Source: an optimization exercise on an open RTL-to-GDS flow (aim: small area). Production flows keep margins and buffers that such runs may drop. The RTL of this run was laid out without a check of its function. Power is estimated from default activity; no workload was simulated.

===== design/flow/run.sh =====
#!/bin/bash
# synth_recipe.tcl (not shown) runs the flow's synth.tcl, then flattens the netlist and writes it again
# the make line also repeats each setting of config.mk as NAME=value (left out here)
make -C /OpenROAD-flow-scripts/flow DESIGN_CONFIG=/design/flow/config.mk WORK_HOME=/design/flow/orfs CLKGATE_MAP_FILE= SYNTH_SCRIPT=/design/flow/synth_recipe.tcl finish

===== design/flow/constraint.sdc =====
create_clock -name core_clock -period 20.0 [get_ports {CLOCK_50}]
set_input_delay 4.0000 -clock core_clock [delete_from_list [all_inputs] [get_ports {CLOCK_50}]]
set_output_delay 4.0000 -clock core_clock [all_outputs]
set_load 0.01 [all_outputs]

===== design/flow/design.v =====
module LFSR #(parameter NUM_BITS = 10) (
	input i_Clk,
	input i_Rst_n,   
	input i_Enable,  
	output [NUM_BITS-1:0] o_LFSR_Data
);
	reg [NUM_BITS:1] r_LFSR;
	reg              r_XNOR;
	always @(posedge i_Clk) begin
		if (!i_Rst_n) begin
			r_LFSR <= 0;
		end else if (i_Enable == 1'b1) begin
			r_LFSR <= {r_LFSR[NUM_BITS-1:1], r_XNOR};
		end
	end
	always @(*) begin
		r_XNOR = r_LFSR[10] ^~ r_LFSR[7];
    end
	assign o_LFSR_Data = r_LFSR[NUM_BITS:1];
endmodule
module bin2bcd
 #( parameter                W = 10)   
  ( input      [W-1      :0] bin   ,   
    output reg [W+(W-4)/3:0] bcd   );  
  integer i,j;
  always @(bin) begin
    for(i = 0; i <= W+(W-4)/3; i = i+1) bcd[i] = 0;      
    bcd[W-1:0] = bin;                                    
    for(i = 0; i <= W-4; i = i+1)                        
      for(j = 0; j <= i/3; j = j+1)                      
        if (bcd[W-i+4*j -: 4] > 4)                       
          bcd[W-i+4*j -: 4] = bcd[W-i+4*j -: 4] + 4'd3;  
  end
endmodule
module cb7s (
    input [3:0] numero,         
    output reg [6:0] segmentos  
);
always @ (numero) begin
    case(numero)
        4'b0000: segmentos = ~7'b0111111;  
        4'b0001: segmentos = ~7'b0000110;  
        4'b0010: segmentos = ~7'b1011011;  
        4'b0011: segmentos = ~7'b1001111;  
        4'b0100: segmentos = ~7'b1100110;  
        4'b0101: segmentos = ~7'b1101101;  
        4'b0110: segmentos = ~7'b1111101;  
        4'b0111: segmentos = ~7'b0000111;  
        4'b1000: segmentos = ~7'b1111111;  
        4'b1001: segmentos = ~7'b1101111;  
        default: segmentos = ~7'b0000000;  
    endcase
end
endmodule
module switches(
	input clk,        
	input rst_n,      
	input vga_sobe,   
	input [9:0] SW,
	output reg abertura,
	output reg bandeira,
	output reset,
	output debug
);
	assign reset = SW[9];
	assign debug = SW[8];
	reg anterior_0;
	always @(posedge clk) begin
		if (!rst_n) begin
			anterior_0 <= 0;
			abertura <= 0;
		end else if (vga_sobe) begin
			if (reset) begin
				anterior_0 <= SW[0];
				abertura <= 0;
			end else begin
				if (SW[0] != anterior_0) begin
					abertura <= 1;
				end else begin
					abertura <= 0;
				end
				anterior_0 <= SW[0];
			end
		end
	end
	reg anterior_1;
	always @(posedge clk) begin
		if (!rst_n) begin
			anterior_1 <= 0;
			bandeira <= 0;
		end else if (vga_sobe) begin
			if (reset) begin
				anterior_1 <= SW[1];
				bandeira <= 0;
			end else begin
				if (SW[1] != anterior_1) begin
					bandeira <= 1;
				end else begin
					bandeira <= 0;
				end
				anterior_1 <= SW[1];
			end
		end
	end
endmodule
module botoes(
	input [3:0] key,  
	input clk_50,     
	input rst_n,      
	output reg N,
	output reg S,
	output reg L,
	output reg O
);
    localparam [40:0] REPETE = 5000/4;
    reg [40:0] contador0;
    reg [40:0] contador1;
    reg [40:0] contador2;
    reg [40:0] contador3;
    wire [40:0] prox0 = contador0 + 1;
    wire [40:0] prox1 = contador1 + 1;
    wire [40:0] prox2 = contador2 + 1;
    wire [40:0] prox3 = contador3 + 1;
    always @(posedge clk_50) begin
        if (!rst_n) begin
            contador0 <= 0;
            contador1 <= 0;
            contador2 <= 0;
            contador3 <= 0;
            N <= 0;
            S <= 0;
            L <= 0;
            O <= 0;
        end else begin
            if (!key[3]) begin
                if (prox0 >= REPETE) begin
                    contador0 <= 0;
                    N <= 1;
                end else begin
                    contador0 <= prox0;
                    N <= 0;
                end
            end else begin
                N <= 0;
            end
            if (!key[2]) begin
                if (prox1 >= REPETE) begin
                    contador1 <= 0;
                    S <= 1;
                end else begin
                    contador1 <= prox1;
                    S <= 0;
                end
            end else begin
                S <= 0;
            end
            if (!key[0]) begin
                if (prox2 >= REPETE) begin
                    contador2 <= 0;
                    L <= 1;
                end else begin
                    contador2 <= prox2;
                    L <= 0;
                end
            end else begin
                L <= 0;
            end
            if (!key[1]) begin
                if (prox3 >= REPETE) begin
                    contador3 <= 0;
                    O <= 1;
                end else begin
                    contador3 <= prox3;
                    O <= 0;
                end
            end else begin
                O <= 0;
            end
        end
    end
endmodule
module movimentacao(
	input reset,
	input rst_n,      
	input clk_50,
	input N,
	input S,
	input L, 
	input O,
	input [7:0] largura,
	input [7:0] altura,
	output reg [9:0] x_jogador,
	output reg [9:0] y_jogador
);
	always @(posedge clk_50) begin
		if (!rst_n || reset) begin
			x_jogador <= 0;
			y_jogador <= 0;
		end else begin
			case ({N, S, L, O})
				4'b1000: begin
					if (y_jogador != 0) begin
						y_jogador <= y_jogador - 1;
					end else begin
						y_jogador <= altura - 1;
					end
				end
				4'b0100: begin
					if (y_jogador < altura - 1) begin
						y_jogador <= y_jogador + 1;
					end else begin
						y_jogador <= 0;
					end
				end
				4'b0010: begin
					if (x_jogador < largura - 1) begin
						x_jogador <= x_jogador + 1;
					end else begin
						x_jogador <= 0;
					end
				end
				4'b0001: begin
					if (x_jogador != 0) begin
						x_jogador <= x_jogador - 1;
					end else begin
						x_jogador <= largura - 1;
					end
				end
			endcase
		end
	end
endmodule
module temporizador(
	input clk_50,
	input rst_n,      
	input reset,
	input stop,
	output [6:0] s0, 
	output [6:0] s1,
	output [6:0] s2
);
	localparam [26:0] SEGUNDO = 5000;
	reg [9:0] t_seg;
	reg [26:0] cont;
	wire [26:0] prox = cont + 1;
	always @(posedge clk_50) begin
		if (!rst_n || reset) begin
			cont <= 0;
			t_seg <= 0;
		end else if (!stop && t_seg < 1000) begin
			if (prox >= SEGUNDO) begin
				cont <= 0;
				t_seg <= t_seg + 1;
			end else begin
				cont <= prox;
			end
		end
	end
	wire [12:0] bcd;
	bin2bcd b2bcd(
		.bin(t_seg),
		.bcd(bcd)
	);
	cb7s dig0(
		.numero(bcd[3:0]),
		.segmentos(s0)
	);
	cb7s dig1(
		.numero(bcd[7:4]),
		.segmentos(s1)
	);
	cb7s dig2(
		.numero(bcd[11:8]),
		.segmentos(s2)
	);
endmodule
module vga(
	input reset,
	input rst_n,		 
	input clk_50,		 
	output reg VGA_CLK,  
	output reg VGA_HS,
	output reg VGA_VS,
	output VGA_BLANK_N,
	output VGA_SYNC_N,
	output [9:0] vga_x,  
	output [9:0] vga_y,  
	output wire ativo,
	output vga_sobe,     
	output vga_desce     
);
	assign vga_x = contador_h - 144;
	assign vga_y = contador_v - 35;
	reg [9:0] contador_h;
	reg [9:0] contador_v;
	wire [9:0] prox_h = contador_h + 1;
	wire [9:0] prox_v = contador_v + 1;
	assign VGA_BLANK_N = 1;
	assign VGA_SYNC_N = 0;
	assign ativo = (contador_h >= 144 && contador_h < 784) && (contador_v >= 35 && contador_v < 515);
	assign vga_sobe = !VGA_CLK && !reset;
	assign vga_desce = VGA_CLK;
	always @(posedge clk_50) begin
		if (!rst_n || reset) begin
			VGA_CLK <= 0;
		end
		else begin
			VGA_CLK <= ~VGA_CLK;  
		end
	end
	always @(posedge clk_50) begin
		if (!rst_n) begin
			contador_h <= 0;
			contador_v <= 0;
		end else if (vga_sobe) begin
			if (prox_h >= 800) begin
				contador_h <= 0;
				if (prox_v >= 525) begin
					contador_v <= 0;
				end else begin
					contador_v <= prox_v;
				end
			end else begin
				contador_h <= prox_h;
			end
		end
	end
	always @(posedge clk_50) begin
		if (!rst_n) begin
			VGA_HS <= 0;
			VGA_VS <= 0;
		end else if (vga_sobe) begin
			VGA_HS <= (contador_h < 96) ? 0 : 1;
			VGA_VS <= (contador_v < 2) ? 0 : 1;
		end
	end
endmodule
module tela(
	input reset,
	input rst_n,      
	input clk,        
	input vga_sobe,   
	input vga_desce,  
	input [9:0] vga_x,
	input [9:0] vga_y,
	input [9:0] selecao_x,
	input [9:0] selecao_y,
	input [5:0] info_selec,
	input vga_ativo,
	input [7:0] altura,
	input [7:0] largura,
	output reg [8:0] linha,
	output reg [8:0] coluna,
	output reg [7:0] R,
	output reg [7:0] G,
	output reg [7:0] B,
	input debug_minas,
	input explodiu,
	input venceu
);
	always @(posedge clk) begin
		if (!rst_n) begin
			linha  <= 0;
			coluna <= 0;
		end else if (vga_desce) begin
		if (reset) begin
			linha  <= 0;
			coluna <= 0;
		end else begin
			linha  <= vga_y/(480/altura);
			coluna <= vga_x/(640/largura);
		end
		end
	end
	reg [9:0] lin_int;
	reg [9:0] col_int;
	always @(posedge clk) begin
		if (!rst_n) begin
			lin_int <= 0;
			col_int <= 0;
		end else if (vga_desce) begin
		if (reset) begin
			lin_int <= 0;
			col_int <= 0;
		end else begin
			lin_int <= vga_y%(480/altura);
			col_int <= vga_x%(640/largura);
		end
		end
	end
	localparam [0:100] px_num1 = 100'b0000000000000111000000111100000110110000000011000000001100000000110000000011000001111111000000000000;
	localparam [0:100] px_num2 = 100'b0000000000011111100011000111000000011100000011100000011100000011100000011100000011111111000000000000;
	localparam [0:100] px_num3 = 100'b0000000000111111110011111111000000011100001111100000111110000000011100111111110011111111000000000000;
	localparam [0:100] px_num4 = 100'b0000000000000111100000111110000111111000111011100011111111000111111100000011100000001110000000000000;
	localparam [0:100] px_num5 = 100'b0000000000111111110011111111001100000000111111100011111111000000011100111111110011111111000000000000;
	localparam [0:100] px_num6 = 100'b0000000000111111110011111111001100000000111111100011111111001100011100110001110011111111000000000000;
	localparam [0:100] px_num7 = 100'b0000000000111111110011111111000000011100000011100000011100000011100000011100000001110000000000000000;
	localparam [0:100] px_band = 100'b0000000000000001100000001110000001111000001111100000000110000000011000001111100011111111000000000000;
	localparam [0:100] px_mina = 100'b0000000000000110000000111100000110111000111111110011111111000111111000001111000000011000000000000000;
	reg  [0:100] pixels_pos;
	wire bandeira = info_selec[5];
	wire mina = info_selec[4];
	wire aberto = info_selec[3];
	wire [3:0] num_minas = info_selec[2:0];
	wire mostrar_campo = debug_minas || explodiu || venceu;
	always @(posedge clk) begin
		if (!rst_n || reset) begin
			pixels_pos <= 100'b0000000000;
		end else if (!vga_sobe) begin
			pixels_pos <= pixels_pos;
		end else if (bandeira) begin
			pixels_pos <= px_band;
		end else if ((mina && aberto) || (mina && mostrar_campo)) begin
			pixels_pos <= px_mina;
		end else if (aberto || mostrar_campo) begin
			case (num_minas)
				4'd1: pixels_pos <= px_num1;
				4'd2: pixels_pos <= px_num2;
				4'd3: pixels_pos <= px_num3;
				4'd4: pixels_pos <= px_num4;
				4'd5: pixels_pos <= px_num5;
				4'd6: pixels_pos <= px_num6;
				4'd7: pixels_pos <= px_num7;
				default: pixels_pos <= 100'b0000000000;
			endcase
		end else begin
			pixels_pos <= 100'b0000000000;
		end
	end
	always @(posedge clk) begin
		if (!rst_n || reset) begin
			R <= 0;
			G <= 0;
			B <= 0;
		end else if (!vga_sobe) begin
			R <= R;
			G <= G;
			B <= B;
		end else if (vga_ativo) begin
			if (((linha == selecao_y && coluna == selecao_x) && (lin_int < 2 || col_int < 2)) ||
				((linha == selecao_y+1 && coluna == selecao_x) && lin_int < 2) ||
				((linha == selecao_y && coluna == selecao_x+1) && col_int < 2)
			) begin
				R <= 255;
				G <= 0;
				B <= 0;
			end else if (lin_int < 2 || col_int < 2) begin
				R <= 0;
				G <= 0;
				B <= 0;
			end else if ((bandeira || aberto || mostrar_campo) &&
				pixels_pos[(lin_int/((480/altura)/10))*10 + col_int/((640/largura)/10)] == 1
			) begin
				if (bandeira) begin
					if (lin_int/((480/altura)/10) <= 4) begin
						R <= 255;
						G <= 0;
						B <= 0;
					end else if (!mostrar_campo) begin
						R <= 255;
						G <= 255;
						B <= 255;
					end else begin
						R <= 0;
						G <= 0;
						B <= 0;
					end
				end else if ((aberto && mina) || (mina && mostrar_campo)) begin
					R <= 0;
					G <= 0;
					B <= 0;
				end else if (aberto || mostrar_campo) begin
					case (num_minas)
						4'd0: begin
							R <= 255;
							G <= 255;
							B <= 255;
						end
						4'd1: begin
							R <= 0;
							G <= 0;
							B <= 255;
						end
						4'd2: begin
							R <= 0;
							G <= 255;
							B <= 0;
						end
						4'd3: begin
							R <= 255;
							G <= 0;
							B <= 0;
						end
						4'd4: begin
							R <= 0;
							G <= 0;
							B <= 60;
						end
						4'd5: begin
							R <= 127;
							G <= 0;
							B <= 0;
						end
						4'd6: begin
							R <= 0;
							G <= 127;
							B <= 0;
						end
						4'd7: begin
							R <= 0;
							G <= 0;
							B <= 0;
						end
						default: begin
							R <= 255;
							G <= 255;
							B <= 255;
						end
					endcase
				end
			end else if (!aberto && !mostrar_campo) begin
				if ( (linha + coluna + 1) % 2 == 0) begin
					R <= 255/2;
					G <= 255/2;
					B <= 255/2;
				end else begin
					R <= 255/4;
					G <= 255/4;
					B <= 255/4;
				end
			end else begin
				if (explodiu && aberto && mina) begin
					R <= 255;
					G <= 0;
					B <= 0;
				end else begin
					R <= 255;
					G <= 255;
					B <= 255;
				end
			end
		end else begin  
			R <= 0;
			G <= 0;
			B <= 0;
		end
	end
endmodule
module buffer (
	input clk,
	input rst_n,      
	input reset,
	input [9:0] altura,
	input [9:0] largura,
	input done_minas,
	input abertura,          
	input [9:0] write_addr,  
	input [5:0] y_in,	     
	input write_enable,      
	input [9:0] read_addr,   
	output reg venceu,
	output [5:0] y_out       
);
	localparam TAM_MAX = 192;
	reg  [5:0] buffer [0:TAM_MAX-1];
	wire [13:0] tam = altura*largura;
	reg varre;
	reg  [9:0] addr_varre;
	wire [9:0] lin_varre = addr_varre / largura;
	wire [9:0] col_varre = addr_varre % largura;
	reg  [3:0] estado;
	reg possivel_vitoria;
	reg abriu;
	wire       fim_varre  = addr_varre >= tam;
	wire [9:0] addr_prox  = fim_varre ? 10'd0 : addr_varre + 1;
	wire [9:0] a_prox = addr_prox;
	wire [5:0] v_prox = (a_prox < TAM_MAX) ? buffer[a_prox] : 6'd0;
	wire [9:0] a_atual = addr_varre;
	wire [5:0] v_atual = (a_atual < TAM_MAX) ? buffer[a_atual] : 6'd0;
	wire [9:0] a_dir = addr_varre + 1;
	wire [5:0] v_dir = (a_dir < TAM_MAX) ? buffer[a_dir] : 6'd0;
	wire [9:0] a_esq = addr_varre - 1;
	wire [5:0] v_esq = (a_esq < TAM_MAX) ? buffer[a_esq] : 6'd0;
	wire [9:0] a_cima = addr_varre - largura;
	wire [5:0] v_cima = (a_cima < TAM_MAX) ? buffer[a_cima] : 6'd0;
	wire [9:0] a_baixo = addr_varre + largura;
	wire [5:0] v_baixo = (a_baixo < TAM_MAX) ? buffer[a_baixo] : 6'd0;
	wire [9:0] a_cima_dir = addr_varre - largura + 1;
	wire [5:0] v_cima_dir = (a_cima_dir < TAM_MAX) ? buffer[a_cima_dir] : 6'd0;
	wire [9:0] a_cima_esq = addr_varre - largura - 1;
	wire [5:0] v_cima_esq = (a_cima_esq < TAM_MAX) ? buffer[a_cima_esq] : 6'd0;
	wire [9:0] a_baixo_dir = addr_varre + largura + 1;
	wire [5:0] v_baixo_dir = (a_baixo_dir < TAM_MAX) ? buffer[a_baixo_dir] : 6'd0;
	wire [9:0] a_baixo_esq = addr_varre + largura - 1;
	wire [5:0] v_baixo_esq = (a_baixo_esq < TAM_MAX) ? buffer[a_baixo_esq] : 6'd0;
	wire [9:0] a_leitura = read_addr;
	wire [5:0] v_leitura = (a_leitura < TAM_MAX) ? buffer[a_leitura] : 6'd0;
	wire [2:0] tipo_prox  = v_prox >> 3;
	wire       prox_campo = addr_prox < tam;
	wire [5:0] atual_varre = v_atual;
	reg       we;
	reg [9:0] wa;
	reg [5:0] wd;
	always @(*) begin
		we = 0;
		wa = write_addr;
		wd = y_in;
		if (!rst_n || reset) begin
			we = 0;
		end else if (write_enable) begin
			we = 1;
		end else if (abertura && done_minas) begin
			we = 0;
		end else if (varre && estado == 9) begin
			we = 1;
			wa = addr_varre;
			wd = {3'b001, atual_varre[2:0]};  
		end
	end
	always @(posedge clk) begin
		if (we && wa < TAM_MAX)
			buffer[wa] <= wd;
	end
	always @(posedge clk) begin
		if (!rst_n) begin
			possivel_vitoria <= 0;
		end
		if (!rst_n || reset) begin
			addr_varre <= 0;
			estado <= 0;
			abriu <= 0;
			venceu <= 0;
			varre <= 0;
		end else if (write_enable) begin
		end else if (abertura && done_minas) begin
			varre <= 1;
			abriu <= 1;
			addr_varre <= tam;
			possivel_vitoria <= 0;
		end else if (varre) begin
			case (estado)
				0: begin
					if (fim_varre) begin
						if (!abriu) begin
							varre <= 0;  
						end
						abriu <= 0;
						venceu <= possivel_vitoria;
					end
					addr_varre <= addr_prox;
					if (prox_campo && tipo_prox == 3'b000) begin  
						estado <= 1;
						possivel_vitoria <= 0;
					end else if (prox_campo && tipo_prox == 3'b100) begin  
						possivel_vitoria <= 0;
					end else if (fim_varre) begin
						possivel_vitoria <= 1;
					end
				end
				1: begin
					if (col_varre < largura-1 &&
						v_dir == 6'b001000
					) begin
						estado <= 9;
					end else begin
						estado <= 2;
					end
				end
				2: begin
					if (col_varre >= 1 &&
						v_esq == 6'b001000
					) begin
						estado <= 9;
					end else begin
						estado <= 3;
					end
				end
				3: begin
					if (lin_varre >= 1 &&
						v_cima == 6'b001000
					) begin
						estado <= 9;
					end else begin
						estado <= 4;
					end
				end
				4: begin
					if (lin_varre < altura-1 &&
						v_baixo == 6'b001000
					) begin
						estado <= 9;
					end else begin
						estado <= 5;
					end
				end
				5: begin
					if (lin_varre >= 1 && col_varre < largura-1 &&
						v_cima_dir == 6'b001000
					) begin
						estado <= 9;
					end else begin
						estado <= 6;
					end
				end
				6: begin
					if (lin_varre >= 1 && col_varre >= 1 &&
						v_cima_esq == 6'b001000
					) begin
						estado <= 9;
					end else begin
						estado <= 7;
					end
				end
				7: begin
					if (lin_varre < altura-1 && col_varre < largura-1 &&
						v_baixo_dir == 6'b001000
					) begin
						estado <= 9;
					end else begin
						estado <= 8;
					end
				end
				8: begin
					if (lin_varre < altura-1 && col_varre >= 1 &&
						v_baixo_esq == 6'b001000
					) begin
						estado <= 9;
					end else begin
						estado <= 0;
					end
				end
				9: begin
					abriu <= 1;
					estado <= 0;
				end
			endcase
		end
	end
	assign y_out = v_leitura;
endmodule
module matriz_minas (
	input clk,
	input rst_n,      
	input reset,
	input [9:0] read_x,
	input [9:0] read_y,
	input [7:0] largura,
	input [7:0] altura,
	input [7:0] max_minas,
	output [5:0] info,
	output reg [9:0] num_minas,
	input [9:0] x_jogador,
	input [9:0] y_jogador,
	input abertura,
	input bandeira,
	output reg explodiu,
	output venceu
);
	reg [9:0] write_addr;
	wire [5:0] y_in;
	reg write_enable;
	reg [9:0] read_addr;
	reg [5:0] y_out;
	reg  done_minas;
	reg  [2:0] estado_abertura;
	reg  [2:0] estado_bandeira;
	buffer buff_inst(
		.clk(clk),
		.rst_n(rst_n),
		.reset(reset),
		.altura({2'b00, altura}),
		.largura({2'b00, largura}),
		.venceu(venceu),
		.abertura(estado_abertura == 4),  
		.done_minas(done_minas),
		.write_addr(write_addr),  
		.y_in(y_out),  
		.write_enable(write_enable),  
		.read_addr(read_addr),  
		.y_out(y_in)  
	);
	reg h_clk;  
	always @(posedge clk) begin
		if (!rst_n || reset) begin
			h_clk <= 0;
		end else begin
			h_clk <= ~h_clk;
		end
	end
	wire h_sobe = !h_clk && !reset;
	wire [9:0] random;
	LFSR LFSR_inst (
		.i_Clk(clk),
		.i_Rst_n(rst_n),
		.i_Enable(h_sobe),
		.o_LFSR_Data(random)
	);
	reg  [9:0] atual;
	wire [9:0] tam = largura*altura;
	reg  [2:0] cont_lfsr;
	reg  done_clear;
	reg  [9:0] cont_random;
	reg  reset_ant;  
	wire [9:0] random_2 = (random + cont_random) % tam;
	wire leitura_vga = estado_bandeira == 0 && estado_abertura == 0 ? 1 : 0;
	assign info = leitura_vga ? y_in : 0;
	reg [9:0] wr_addr_clear;
	reg [5:0] wr_info_clear;
	reg wr_en_clear;
	reg [3:0] estado_clear;
	always @(posedge clk) begin
		if (!rst_n || reset) begin
			done_clear <= 0;
			wr_addr_clear <= 0;
			wr_en_clear <= 0;
			estado_clear <= 0;
			if (!rst_n)
				wr_info_clear <= 0;
		end else if (h_sobe && !done_clear) begin
			case (estado_clear)
				0: begin
					wr_addr_clear <= 0;
					wr_en_clear <= 1;
					wr_info_clear <= 6'd0;
					estado_clear <= 1;
				end
				1: begin
					if (wr_addr_clear >= tam) begin
						wr_en_clear <= 0;
						estado_clear <= 2;
					end else begin
						wr_en_clear <= 1;
					end
					wr_addr_clear <= wr_addr_clear + 1;
				end
				2: begin
					done_clear <= 1;
				end
			endcase
		end
	end
	always @(posedge clk) begin
		if (!rst_n) begin
			cont_random <= 0;
			reset_ant <= 0;
		end else begin
			if (reset && !reset_ant)
				cont_random <= cont_random + 1;
			reset_ant <= reset;
		end
	end
	reg  [9:0] wr_addr_minas;  
	reg  [5:0] wr_data_minas;  
	reg  [9:0] rd_addr_minas;  
	reg  wr_en_minas;  
	reg  [3:0] estado_minas;
	wire [9:0] lin_minas = atual / largura;
	wire [9:0] col_minas = atual % largura;
	reg  [7:0] minas_geradas;
	always @(posedge clk) begin
		if (!rst_n) begin
			cont_lfsr <= 0;
		end
		if (!rst_n || reset) begin
			done_minas <= 0;
			wr_addr_minas <= 0;
			wr_data_minas <= 0;
			rd_addr_minas <= 0;
			wr_en_minas <= 0;
			atual <= 0;
			estado_minas <= 0;
			minas_geradas <= 0;
		end else if (h_sobe && !done_minas && done_clear) begin
			wr_en_minas <= 0;
			case (estado_minas)
				0: begin
					if (cont_lfsr == 3'b111) begin
						rd_addr_minas <= random_2;
						estado_minas <= 1;
						cont_lfsr <= 0;
					end else begin
						cont_lfsr <= cont_lfsr + 1;
					end
				end
				1: begin
					if (y_in[4] == 1'b0) begin
						wr_data_minas <= {y_in[5], 1'b1, y_in[3:0]};  
						minas_geradas <= minas_geradas + 1;
						atual <= rd_addr_minas;
						wr_addr_minas <= rd_addr_minas;
						wr_en_minas <= 1;
						rd_addr_minas <= rd_addr_minas - largura - 1;  
						estado_minas <= 2;
					end else begin
						estado_minas <= 0;
					end
				end
				2: begin  
					if (lin_minas >= 1 && col_minas >= 1) begin
						wr_data_minas <= y_in + 1;
						wr_addr_minas <= atual - largura - 1;
						wr_en_minas <= 1;
					end
					rd_addr_minas <= atual - largura;
					estado_minas <= 3;
				end
				3: begin  
					if (lin_minas >= 1) begin
						wr_data_minas <= y_in + 1;
						wr_addr_minas <= atual - largura;
						wr_en_minas <= 1;
					end
					rd_addr_minas <= atual - largura + 1;  
					estado_minas <= 4;
				end
				4: begin  
					if (lin_minas >= 1 && col_minas < largura - 1) begin
						wr_data_minas <= y_in + 1;
						wr_addr_minas <= atual - largura + 1;
						wr_en_minas <= 1;
					end
					rd_addr_minas <= atual - 1;  
					estado_minas <= 5;
				end
				5: begin  
					if (col_minas >= 1) begin
						wr_data_minas <= y_in + 1;
						wr_addr_minas <= atual - 1;
						wr_en_minas <= 1;
					end
					rd_addr_minas <= atual + 1;  
					estado_minas <= 6;
				end
				6: begin  
					if (col_minas < largura - 1) begin
						wr_data_minas <= y_in + 1;
						wr_addr_minas <= atual + 1;
						wr_en_minas <= 1;
					end
					rd_addr_minas <= atual + largura - 1;  
					estado_minas <= 7;
				end
				7: begin  
					if (lin_minas < altura - 1 && col_minas >= 1) begin
						wr_data_minas <= y_in + 1;
						wr_addr_minas <= atual + largura - 1;
						wr_en_minas <= 1;
					end
					rd_addr_minas <= atual + largura;  
					estado_minas <= 8;
				end
				8: begin  
					if (lin_minas < altura - 1) begin
						wr_data_minas <= y_in + 1;
						wr_addr_minas <= atual + largura;
						wr_en_minas <= 1;
					end
					rd_addr_minas <= atual + largura + 1;  
					estado_minas <= 9;
				end
				9: begin  
					if (lin_minas < altura - 1 && col_minas < largura - 1) begin
						wr_data_minas <= y_in + 1;
						wr_addr_minas <= atual + largura + 1;
						wr_en_minas <= 1;
					end
					estado_minas <= 10;
				end
				10: begin
					estado_minas <= 11;
				end
				11: begin
					if (minas_geradas >= max_minas) begin
						done_minas <= 1;
					end else begin
						estado_minas <= 0;
					end
				end
			endcase
		end
	end
	reg [9:0] rd_addr_abertura;
	reg [9:0] wr_addr_abertura;
	reg [5:0] wr_data_abertura;
	reg wr_en_abertura;
	wire [2:0] estado_abertura_atual = abertura ? 3'd1 : estado_abertura;
	always @(posedge clk) begin
		if (!rst_n || reset) begin
			rd_addr_abertura <= 0;
			wr_addr_abertura <= 0;
			wr_data_abertura <= 0;
			wr_en_abertura <= 0;
			estado_abertura <= 0;
			explodiu <= 0;
		end else if (h_sobe && done_clear && done_minas) begin
			if (abertura)
				estado_abertura <= 1;
			case (estado_abertura_atual)
				1: begin
					rd_addr_abertura <= y_jogador*largura + x_jogador;
					estado_abertura <= 2;
				end
				2: begin
					if (y_in[5] != 1) begin  
						wr_data_abertura <= {y_in[5:4], 1'b1, y_in[2:0]};
						wr_addr_abertura <= rd_addr_abertura;
						wr_en_abertura <= 1;
						if (y_in[4] == 1) begin  
							explodiu <= 1;
						end
					end
					estado_abertura <= 3;
				end
				3: begin
					wr_en_abertura <= 0;
					estado_abertura <= 4;
				end
				4: begin
					estado_abertura <= 0;
				end
			endcase  
		end
	end
	reg [9:0] rd_addr_bandeira;
	reg [9:0] wr_addr_bandeira;
	reg [5:0] wr_data_bandeira;
	reg wr_en_bandeira;
	wire [2:0] estado_bandeira_atual = bandeira ? 3'd1 : estado_bandeira;
	always @(posedge clk) begin
		if (!rst_n || reset) begin
			rd_addr_bandeira <= 0;
			wr_addr_bandeira <= 0;
			wr_data_bandeira <= 0;
			wr_en_bandeira <= 0;
			estado_bandeira <= 0;
			num_minas <= max_minas;
		end else if (h_sobe && done_clear && done_minas) begin
			if (bandeira)
				estado_bandeira <= 1;
			case (estado_bandeira_atual)
				1: begin
					rd_addr_bandeira <= y_jogador*largura + x_jogador;
					estado_bandeira <= 2;
				end
				2: begin
					if (y_in[3] != 1) begin  
						if (y_in[5] == 0) begin
							num_minas <= num_minas - 1;
						end else begin
							num_minas <= num_minas + 1;
						end
						wr_data_bandeira <= {~y_in[5], y_in[4:0]};
						wr_addr_bandeira <= rd_addr_bandeira;
						wr_en_bandeira <= 1;
					end
					estado_bandeira <= 3;
				end
				3: begin
					wr_en_bandeira <= 0;
					estado_bandeira <= 4;
				end
				4: begin
					estado_bandeira <= 0;
				end
			endcase  
		end
	end
	always @(posedge clk) begin
		if (!rst_n || reset) begin
			write_enable <= 0;
			write_addr <= 0;
			y_out <= 0;
			read_addr <= 0;
		end else begin
			if (!done_clear) begin
				write_enable <= wr_en_clear;
				write_addr <= wr_addr_clear;
				y_out <= wr_info_clear;
			end else if (!done_minas) begin
				write_enable <= wr_en_minas;
				write_addr <= wr_addr_minas;
				y_out <= wr_data_minas;
				read_addr <= rd_addr_minas;
			end else if (leitura_vga) begin
				write_enable <= 0;
				read_addr <= read_y*largura + read_x;
			end else if (!estado_abertura) begin
				write_enable <= wr_en_bandeira;
				write_addr <= wr_addr_bandeira;
				y_out <= wr_data_bandeira;
				read_addr <= rd_addr_bandeira;
			end else begin
				write_enable <= wr_en_abertura;
				write_addr <= wr_addr_abertura;
				y_out <= wr_data_abertura;
				read_addr <= rd_addr_abertura;
			end
		end
	end
endmodule
module top1(
	input CLOCK_50,   
	input RESET_N,    
	input [7:0] KEY,
	input [9:0] SW,
	output [7:0] VGA_R,
	output [7:0] VGA_G,
	output [7:0] VGA_B,
	output VGA_CLK,
	output VGA_HS,
	output VGA_VS,
	output VGA_BLANK_N,
	output VGA_SYNC_N,
	output [6:0] HEX0,  
	output [6:0] HEX1,
	output [6:0] HEX2,
	output [6:0] HEX3,
	output [6:0] HEX4,
	output [6:0] HEX5   
);
	wire [5:0] multiplicador = 4;  
	wire [7:0] altura = 3*multiplicador;
	wire [7:0] largura = 4*multiplicador;
	wire abertura;
	wire bandeira;
	wire debug_minas_vga;
	wire reset;
	wire vga_sobe;
	wire vga_desce;
	switches sw_inst(
		.clk(CLOCK_50),
		.rst_n(RESET_N),
		.vga_sobe(vga_sobe),
		.SW(SW),
		.abertura(abertura),
		.bandeira(bandeira),
		.reset(reset),
		.debug(debug_minas_vga)
	);
	wire vga_ativo;
	wire [9:0] vga_x;
	wire [9:0] vga_y;
	vga vga_inst(
		.reset(reset),
		.rst_n(RESET_N),
		.clk_50(CLOCK_50),
		.VGA_CLK(VGA_CLK),
		.VGA_HS(VGA_HS),
		.VGA_VS(VGA_VS),
		.VGA_BLANK_N(VGA_BLANK_N),
		.VGA_SYNC_N(VGA_SYNC_N),
		.vga_x(vga_x),
		.vga_y(vga_y),
		.ativo(vga_ativo),
		.vga_sobe(vga_sobe),
		.vga_desce(vga_desce)
    );
	wire [9:0] x_jogador;
	wire [9:0] y_jogador;
	wire [5:0] info;
	wire explodiu;
	wire venceu;
	wire [8:0] lin_tela;
	wire [8:0] col_tela;
	tela tela_inst(
		.reset(reset),
		.rst_n(RESET_N),
		.clk(CLOCK_50),
		.vga_sobe(vga_sobe),
		.vga_desce(vga_desce),
		.vga_x(vga_x),
		.vga_y(vga_y),
		.selecao_x(x_jogador),
		.selecao_y(y_jogador),
		.info_selec(info),
		.vga_ativo(vga_ativo),
		.altura(altura),
		.largura(largura),
		.linha(lin_tela),
		.coluna(col_tela),
		.R(VGA_R),
		.G(VGA_G),
		.B(VGA_B),
		.debug_minas(debug_minas_vga),
		.explodiu(explodiu),
		.venceu(venceu)
	);
	wire N, S, L, O;
	botoes botoes_inst(
		.key(KEY[3:0]),
		.clk_50(CLOCK_50),
		.rst_n(RESET_N),
		.N(N),
		.S(S),
		.L(L),
		.O(O)
	);
	movimentacao mov_inst(
		.reset(reset),
		.rst_n(RESET_N),
		.clk_50(CLOCK_50),
		.N(N),
		.S(S),
		.L(L),
		.O(O),
		.largura(largura),
		.altura(altura),
		.x_jogador(x_jogador),
		.y_jogador(y_jogador)
	);
	wire [9:0] num_minas;  
	wire [9:0] max_minas = (altura*largura)/5 > 99 ? 99 : (altura*largura)/5;
	matriz_minas mat(
		.clk(CLOCK_50),
		.rst_n(RESET_N),
		.reset(reset),
		.read_x({1'b0, col_tela}),  
		.read_y({1'b0, lin_tela}),  
		.largura(largura),
		.altura(altura),
		.max_minas(max_minas[7:0]),
		.info(info),  
		.num_minas(num_minas),
		.x_jogador(x_jogador),
		.y_jogador(y_jogador),
		.abertura(abertura),
		.bandeira(bandeira),
		.explodiu(explodiu),
		.venceu(venceu)
	);
	temporizador temp_inst(
		.clk_50(CLOCK_50),
		.rst_n(RESET_N),
		.reset(reset),
		.stop(explodiu || venceu),
		.s0(HEX0),
		.s1(HEX1),
		.s2(HEX2)
	);
	wire [12:0] bcd;
	bin2bcd b2bc(
		.bin(num_minas),
		.bcd(bcd)
	);
	assign HEX3 = 7'b1111111;  
	cb7s conversor4(
		.numero(bcd[3:0]),
		.segmentos(HEX4)
	);
	cb7s conversor5(
		.numero(bcd[7:4]),
		.segmentos(HEX5)
	);
endmodule

===== design/flow/config.mk =====
export PLATFORM = sky130hd
export DESIGN_NAME = top1
export DESIGN_NICKNAME = top1
export VERILOG_FILES = /design/flow/design.v
export SDC_FILE = /design/flow/constraint.sdc
export NUM_CORES = 8
export LEC_CHECK = 0
export CAP_MARGIN = 20
export CORE_MARGIN = 2
export CORE_UTILIZATION = 40
export SLEW_MARGIN = 20

==> flow_metrics.py <==
metrics = {
    "timing": {
        "fmax_ghz": 0.0709,
        "finalSetupViolCount": 0,
        "final_hold_viol_count": 0,
        "finalCritPeriodShare": 0.705,
        "clock-skew-final_ns": 0.0824,
        "setup_tns_ns": 0,
        "worst_slew_pin_slew_ns": 1.21,
        "slew_viol_final": 0,
        "fin_hold_ws_ns": 0.455,
        "rsz0062_at_grt": "no",
        "fin_crit_ns": 14.11,
        "worst_slack_ns": 5.89,
        "relSlewSlack": 0.192,
    },
    "worst_setup_path": {
        "cp_common_cell": "ha_1",
        "endpoint": "HEX0[3]",
        "crit_type": "reg2out",
        "crit_cells": 37,
        "r2r_cells": 21,
        "cp.arrival_ns": 10.11,
        "worstSetupStartpoint": "temp_inst.t_seg[7]",
        "cp.buffers_inverters": 6,
        "start_kind": "register",
        "worstPathRequired_ns": 16.00,
        "r2r-end": "mat.num_minas[9]",
        "cp-end-kind": "primary output",
        "cpMaxStageDelayCell": "or4_1",
        "max_stage_delay_ns": 0.58,
        "regToRegSetupSlack_ns": 12.02,
        "worstPathMaxFanout": 6,
        "critPathTopFamily": "simple AND/OR/NAND/NOR gates",
    },
    "global_route": {
        "grt-busiest-layer": "met2",
        "met1_usage": 0.368,
        "grt_max_degree": 193,
        "grt_pass1_vias": 89700,
        "grt_overflow": 0,
        "grt_use_total": 0.288,
        "antenna_found_initial": 26,
        "met3_usage": 0.0871,
        "met2_usage": 0.434,
        "grt_pass1_wl_um": 610000,
    },
    "die": {
        "start_util": 0.402,
        "fp-row-count": 193,
        "core_region_area_um2": 276000,
        "die_h_um": 531,
        "die-area_um2": 282000,
        "die_x_um": 531,
        "pin_count": 91,
    },
    "drt": {
        "vias": 94700,
        "drt_iter0_markers": 13700,
        "viasPerCell": 6.82,
        "wire_per_inst_um": 30.2,
        "detail_route.first_pass.iterations": 9,
        "routed_wirelength_um": 419000,
        "drc": 0,
        "detail-route-antenna-nets": 0,
    },
    "finish": {
        "final_area_um2": 121000,
        "drive_gt1_frac": 0.160,
        "nets": 10200,
        "areaGrowthSynthToFinish_pct": 8.93,
    },
    "clocking": {
        "cts_resized": 0,
        "clock_path_buffers": 4,
        "cts.clk_slew.worst_paths_ns": 0.06,
        "postCtsSetupBuffers": 0,
        "htree_levels": 4,
        "cts_sinks": 1700,
        "cts_tree": "built",
        "clk-insertion-delay-late_ns": 0.91,
        "cts_made_buffers": 195,
        "cts_root_buffer": "clkbuf_16",
        "postCtsHoldBufs": 0,
    },
    "hold_path": {
        "min_path_type": "reg2reg",
    },
    "yosys": {
        "netlist_instances": 10300,
        "synth_edf_count": 1152,
        "synth-seq-cells": 1700,
        "async_flop_share": 0,
        "ys_types": 118,
        "ys_seq_area_frac": 0.410,
        "yosysWarnings": 11,
        "synth_flop_cell": "edfxtp_1",
        "synth_area_um2": 111000,
        "syn_avg_cell_area_um2": 10.8,
    },
    "job": {
        "cap_violations": 0,
    },
    "status": {
        "outcome": "finished clean",
    },
    "placement": {
        "place_ws_ns": 6.97,
        "io_buffers": 71,
        "gp_congestion": 0.997,
        "dp_hpwl_um": 280000,
        "dpl_cell_area_um2": 115000,
    },
    "pwr": {
        "peakVddDrop_mv": 0.0662,
        "power_mw": 7.39,
        "p_leak_nw": 39.2,
        "cellPowerDensity_nw_per_um2": 61.1,
    },
}
-- worst register-to-register path, stage by stage, from the launching register on --
cell and delay (ns):
dfxtp_4 0.78, buf_4 0.70, buf_4 0.78, mux4_2 0.68
mux4_2 0.53, mux4_2 0.64, a221oi_1 0.73, nor3_1 0.12
buf_4 0.22, inv_1 0.45, ha_1 0.36, a21o_1 0.18
a21oi_1 0.24, o21bai_1 0.11, a21oi_1 0.24, o21bai_1 0.10
a21oi_1 0.23, o21bai_1 0.10, a21oi_1 0.18, xnor2_1 0.09
or3_1 0.30, a21oi_1 0.13
-- synth_stat cells (159+ instances only) --
library cell     n  area share
dfxtp_1        548       0.099
buf_2          178      0.0080
nand3_1        322       0.014
inv_1          243      0.0082
and3_1         214       0.012
mux4_2         906        0.18
xnor2_1        185       0.015
nor3_1         500       0.023
mux2i_1        255       0.023
edfxtp_1      1152        0.31
nand2_1        769       0.026
nor4_1         159      0.0089
a21oi_1        572       0.026
ha_1           180       0.020
o21ai_0        372       0.017
nor2_1        1126       0.038
clkbuf_1       419       0.014
a211oi_1       176       0.012
-- report_power, final --
part / internal, mW / switching [mW]
Clock: 2.04 / 1.53
Sequential: 3.71 / 0.00941
Combinational: 0.0328 / 0.0742
-- routing by layer --
metal | part of all wire | vias up
met4 | 0.066 | 22
met5 | 0.00035 | -
li1 | - | 39800
met2 | 0.44 | 6763
met1 | 0.37 | 46600
met3 | 0.13 | 1510
-- logic make-up (layout without fill, tap and decap cells) --
logic type | after synthesis | in the layout | share of synthesized area
AOI/OAI and AO/OA | 2106 | 2106 | 0.127
xor gates and xnor gates | 295 | 295 | 0.0236
adders and majority gates | 189 | 189 | 0.0216
buffers and inverters | 1028 | 852 | 0.0395
DFF | 1700 | 1700 | 0.410
muxes | 1222 | 1222 | 0.213
other | 2 | 27 | 0.0000675
and+or+nand+nor | 3777 | 3777 | 0.165
-- worst min-delay path by stage --
stage / start / to / slack, ns / cells after the start
3_5_place_dp: tela_inst.pixels_pos[54] / tela_inst.pixels_pos[54] / 0.45 / 2
2_1_floorplan: tela_inst.pixels_pos[32] / tela_inst.pixels_pos[32] / 0.42 / 2
4_1_cts: tela_inst.pixels_pos[54] / tela_inst.pixels_pos[54] / 0.46 / 2
6_report: tela_inst.pixels_pos[54] / tela_inst.pixels_pos[54] / 0.45 / 2
3_3_place_gp: tela_inst.pixels_pos[54] / tela_inst.pixels_pos[54] / 0.44 / 2
5_1_grt: tela_inst.pixels_pos[62] / tela_inst.pixels_pos[62] / 0.47 / 2
-- per-stage QoR --
stage | utilization | instances
6_report | 0.438 | 13900
4_1_cts | 0.438 | 13900
3_3_place_gp | 0.415 | 13500
2_1_floorplan | - | 10300
3_5_place_dp | 0.415 | 13500
5_1_grt | 0.438 | 13900
-- state kept, by name, summed over array words and instances, names as in the netlist, 27 cells and up, named ones only --
register               flops
temp_inst.cont            27
botoes_inst.contador3     41
botoes_inst.contador0     41
tela_inst.pixels_pos      39
botoes_inst.contador1     41
mat.buff_inst.buffer    1152
botoes_inst.contador2     41
-- cell type report --
class                      instances  area (µm²)
antenna                           18        45.0
clock buffer                     246        5230
clock inverter                   105         993
fill                           25500      155000
inverter                         256         971
multi-input combinational       7598       61500
sequential                      1700       45600
tap                             3705        4640
timing repair buffer             245        2090
-- placed cells by master, fill, tap and decap left out, types with 56 or more instances in the layout --
cell	instances
and3_1	214
mux2i_1	255
a21oi_1	572
o311ai_0	68
dfxtp_1	532
a211oi_1	173
nor2b_1	77
buf_4	169
and2_1	60
nand2b_1	70
mux2_2	61
inv_1	241
xnor2_1	179
mux4_2	906
edfxtp_1	1152
clkbuf_16	198
a31oi_1	104
nor2_1	1120
nand2_1	762
ha_1	179
a311oi_1	59
o31ai_1	56
o21ai_0	368
nand4_1	87
nor4_1	159
clkdlybuf4s50_1	70
nand3_1	322
or3_1	104
xor2_1	105
nor3_1	498

==> port drivers added, routing unchanged <==
Ports are ideal in the flow. The routed layout listed here was re-timed in OpenROAD. Step 1 (the two cells are an assumption about what drives the block):
set clk [get_ports {CLOCK_50}]
set_driving_cell -lib_cell sky130_fd_sc_hd__clkbuf_16 $clk
set_driving_cell -lib_cell sky130_fd_sc_hd__buf_2 [delete_from_list [all_inputs] $clk]
Step 2 times the ports against the registers' clock, not the clock port: input delays grow and output delays shrink by t, the midpoint of the rising clock arrivals with the driver on. Three values: no drivers, after step 1, after step 2; two values: the first two.
t (ns): 0.969
setup WS [ns]: 5.892 / 5.795 / 6.764
hold WS [ns]: 0.455 / 0.455 / 0.455
pins driven straight from the clock port: 1
After both steps setup and hold are still met in this run. For this run, drivers alone change the setup slack by -0.097 ns; drivers and shift together by +0.872 ns.
